This is an optimization exercise on Yosys and OpenROAD, whose aim is small area, not a production implementation. In this exercise RTL edits were held to simulation tests only and were not proved equivalent to the original. Power and IR drop assume default switching activity. No driver is modelled on the clock port, so clocking that relies on it looks cheaper here than on a real chip.

Design ConvertAB_RCA_n3k32_1, start of the top module:
module ConvertAB_RCA_n3k32_1(
    input  wire         clk_i,
    input  wire         rst_ni,
    input  wire         i_dvld,
    input  wire         i_rvld,
    input  wire [123:0] i_n,
    input  wire  [95:0] i_a,
    output wire  [95:0] o_z,
    output wire         o_dvld);
export LEC_CHECK = 0
export CAP_MARGIN = 20
export CORE_MARGIN = 2
export CORE_UTILIZATION = 65
export CTS_CLUSTER_DIAMETER = 100
export CTS_CLUSTER_SIZE = 30
export PLACE_DENSITY = 0.75
export SETUP_SLACK_MARGIN = 0.3
export SLEW_MARGIN = 20
export SYNTH_HIERARCHICAL = 1
export SYNTH_MINIMUM_KEEP_SIZE = 1000
create_clock -name core_clock -period 5.0 [get_ports {clk_i}]
standard.sh (not shown) runs the stock make flow with config.mk's settings and CLKGATE_MAP_FILE= SYNTH_SCRIPT=/design/flow/synth_recipe.tcl, a recipe that flattens the netlist after the stock synthesis.
==> flow/flow/run.sh <==
#!/bin/bash
# Layout flow: the standard layout (standard.sh, ORFS from synthesis to
# the final layout) unchanged, except that the buffer that global placement
# puts on every input and output port is the smallest buffer cell,
# sky130_fd_sc_hd__buf_1, instead of the cell buffer_ports picks by default.
# make's output goes to flow_make.log; each ORFS step logs to orfs/logs/.
set -euo pipefail
export BUFFER_PORTS_ARGS="-buffer_cell sky130_fd_sc_hd__buf_1"
bash standard.sh finish > flow_make.log 2>&1
The first run completed with no timing, DRC or antenna violations.
Edit:
CORE_UTILIZATION = 72   (was 65)
CTS_CLUSTER_SIZE = 33   (was 30)
PLACE_DENSITY = 0.8   (was 0.75)
=>
- hold slack gets better by 0.0080 ns
- design area went down by 0.60%
- utilization went up by 6.9 points
- flip-flop and latch count does not change
- wire length went down by about 0.34%
- sequential share of layout area went up by 0.38 points
- area after synthesis is unchanged
- power went down by 0.93%
- via count is about the same
- sequential power is about the same

* * *

== 11-26 ==
ConvertAB_RCA_n3k32_1, a different RTL version from the one above (not shown whole).
Size: roughly 320 I/O pins, ~550,000 sq um of cells after synthesis.
## ConvertAB_RCA_n3k32_1
module ConvertAB_RCA_n3k32_1(
    input  wire         clk_i,
    input  wire         rst_ni,
    input  wire         i_dvld,
    input  wire         i_rvld,
    input  wire [123:0] i_n,
    input  wire  [95:0] i_a,
    output wire  [95:0] o_z,
    output wire         o_dvld);
==> flow/config.mk <==
export PLATFORM = sky130hd
export DESIGN_NAME = ConvertAB_RCA_n3k32_1
export DESIGN_NICKNAME = ConvertAB_RCA_n3k32_1
export VERILOG_FILES = /design/flow/design.v
export SDC_FILE = /design/flow/constraint.sdc
export NUM_CORES = 8
export LEC_CHECK = 0
export CAP_MARGIN = 20
export CORE_MARGIN = 2
export CORE_UTILIZATION = 55
export PLACE_DENSITY = 0.7
export SETUP_SLACK_MARGIN = 0.3
export SLEW_MARGIN = 20
==> flow/constraint.sdc <==
create_clock -name core_clock -period 5.0 [get_ports {clk_i}]
set_input_delay 1.0000 -clock core_clock [delete_from_list [all_inputs] [get_ports {clk_i}]]
set_output_delay 1.0000 -clock core_clock [all_outputs]
set_load 0.01 [all_outputs]
Scripts as last shown in full above: flow/flow/run.sh
11-26 ran to completion and came out clean on the timing, design-rule and antenna checks.
What 01-20 does differently from 11-26 at the input level:
- swapping 55 for 72 in CORE_UTILIZATION
- swapping 0.7 for 0.8 in PLACE_DENSITY
Notes after the runs:
01-20 did not finish; a tool error ended it in clock tree synthesis (4_1_cts). Die width: 01-20 lower than 11-26. | row count | higher: 11-26 |. Going from 11-26 to 01-20, cell area after placement decreased 2500 sq um, total CTS buffers decreased 2.2%, number of buffers inserted for hold repair after clock tree synthesis increased 146.

* * *

Setup of run Z:
Another version of the RTL of ConvertAB_RCA_n3k32_1 (not shown whole).
Size: roughly 13000 flip-flops.
make LEC_CHECK=0 CAP_MARGIN=20 CORE_MARGIN=2 CORE_UTILIZATION=40 CTS_CLUSTER_DIAMETER=100 CTS_CLUSTER_SIZE=30 PLACE_DENSITY=0.6 SETUP_SLACK_MARGIN=0.3 SLEW_MARGIN=20 SYNTH_HIERARCHICAL=1 SYNTH_MINIMUM_KEEP_SIZE=1000 finish   # period 5.0 ns
run.sh (not shown) runs the stock make flow with config.mk's settings and CLKGATE_MAP_FILE= SYNTH_SCRIPT=/design/flow/synth_recipe.tcl, a recipe that flattens the netlist after the stock synthesis.
Stock flow here: none of the scripts above is used.
The inputs of run X differ from those of run Z as listed below.
- PLACE_DENSITY: 0.6 -> 0.75
- CORE_UTILIZATION: 40 -> 65
[summary]
The final-stage net count of run Z and that of run X are within noise of each other. met3 usage in global routing of run Z is on par with run X. Diff run Z -> run X: non-clock buffer count now sits higher, worst-margin pin slew went down. Per the comparison of run X with run Z, synthesized cell count shows no meaningful change, die area dropped about 40%, routed wire length went down by 26 mm.

* * *

ConvertAB_RCA_n3k32_1, a different RTL version from the one above (not shown whole).
Size in the first run: ~320 I/O pins, ~410000 um^2 of cells after synthesis.
export LEC_CHECK = 0
export CAP_MARGIN = 20
export CORE_MARGIN = 2
export CORE_UTILIZATION = 40
export CTS_CLUSTER_DIAMETER = 100
export CTS_CLUSTER_SIZE = 30
export PLACE_DENSITY = 0.6
export SETUP_SLACK_MARGIN = 0.3
export SLEW_MARGIN = 20
create_clock -name core_clock -period 5.0 [get_ports {clk_i}]
Change:
Settings changed: CTS_CLUSTER_DIAMETER 100 to default, CTS_CLUSTER_SIZE 30 to default.
After rerunning: The new run passed the timing, design-rule and antenna checks; global-route usage came out higher by 0.41 points; total power came out higher by 22%; worst setup slack degrades by 0.17 ns; clock-buffer cell count came out higher by 1026; routed wire length came out higher by 4.2%; cell count came out higher by 5.7%; via count came out higher by 4.5%; first-iteration DRC count came out lower by 7.9%.

port drivers added, routing unchanged:
The results above use ideal ports. As a check the final layouts listed here were re-extracted and re-timed, cells and wires unchanged. Step 1: set_driving_cell puts a clkbuf_16 on clk_i and a buf_2 on each other input, an assumption about the parent block. Step 2 times the ports against the registers' clock, not the clock port: input delays grow and output delays shrink by t, the midpoint of the rising clock arrivals with the driver on. Slacks: no drivers / after step 1 / after step 2; pairs: no drivers / after step 1.
run | shift t [ns] | setup WS [ns] | worst hold slack (ns) | clock arrival spread, ns
the first run of note 1 | 1.182 | 1.637 / 1.514 / 1.686 | 0.121 / 0.023 / 0.447 | 0.050 / 0.050
the second run of note 1 | 1.181 | 1.791 / 1.662 / 1.318 | 0.129 / 0.032 / 0.446 | 0.059 / 0.059
11-26 | 1.253 | 1.606 / 1.452 / 1.457 | 0.125 / -0.005 / 0.333 | 0.144 / 0.144
run Z | 1.185 | 1.352 / 1.206 / 1.372 | 0.410 / 0.373 / 0.410 | 0.137 / 0.138
run X | 1.191 | 1.207 / 1.080 / 1.290 | 0.454 / 0.407 / 0.454 | 0.056 / 0.057
the first run of note 4 | 1.170 | 1.461 / 1.321 / 1.583 | 0.347 / 0.226 / 0.358 | 0.103 / 0.103
the second run of note 4 | 1.314 | 1.292 / 1.152 / 1.632 | 0.204 / 0.082 / 0.351 | 0.114 / 0.114
After both steps setup and hold are still met in every run listed. For the second run of note 1, which loses most, drivers alone change the setup slack by -0.129 ns; drivers and shift together by -0.473 ns.
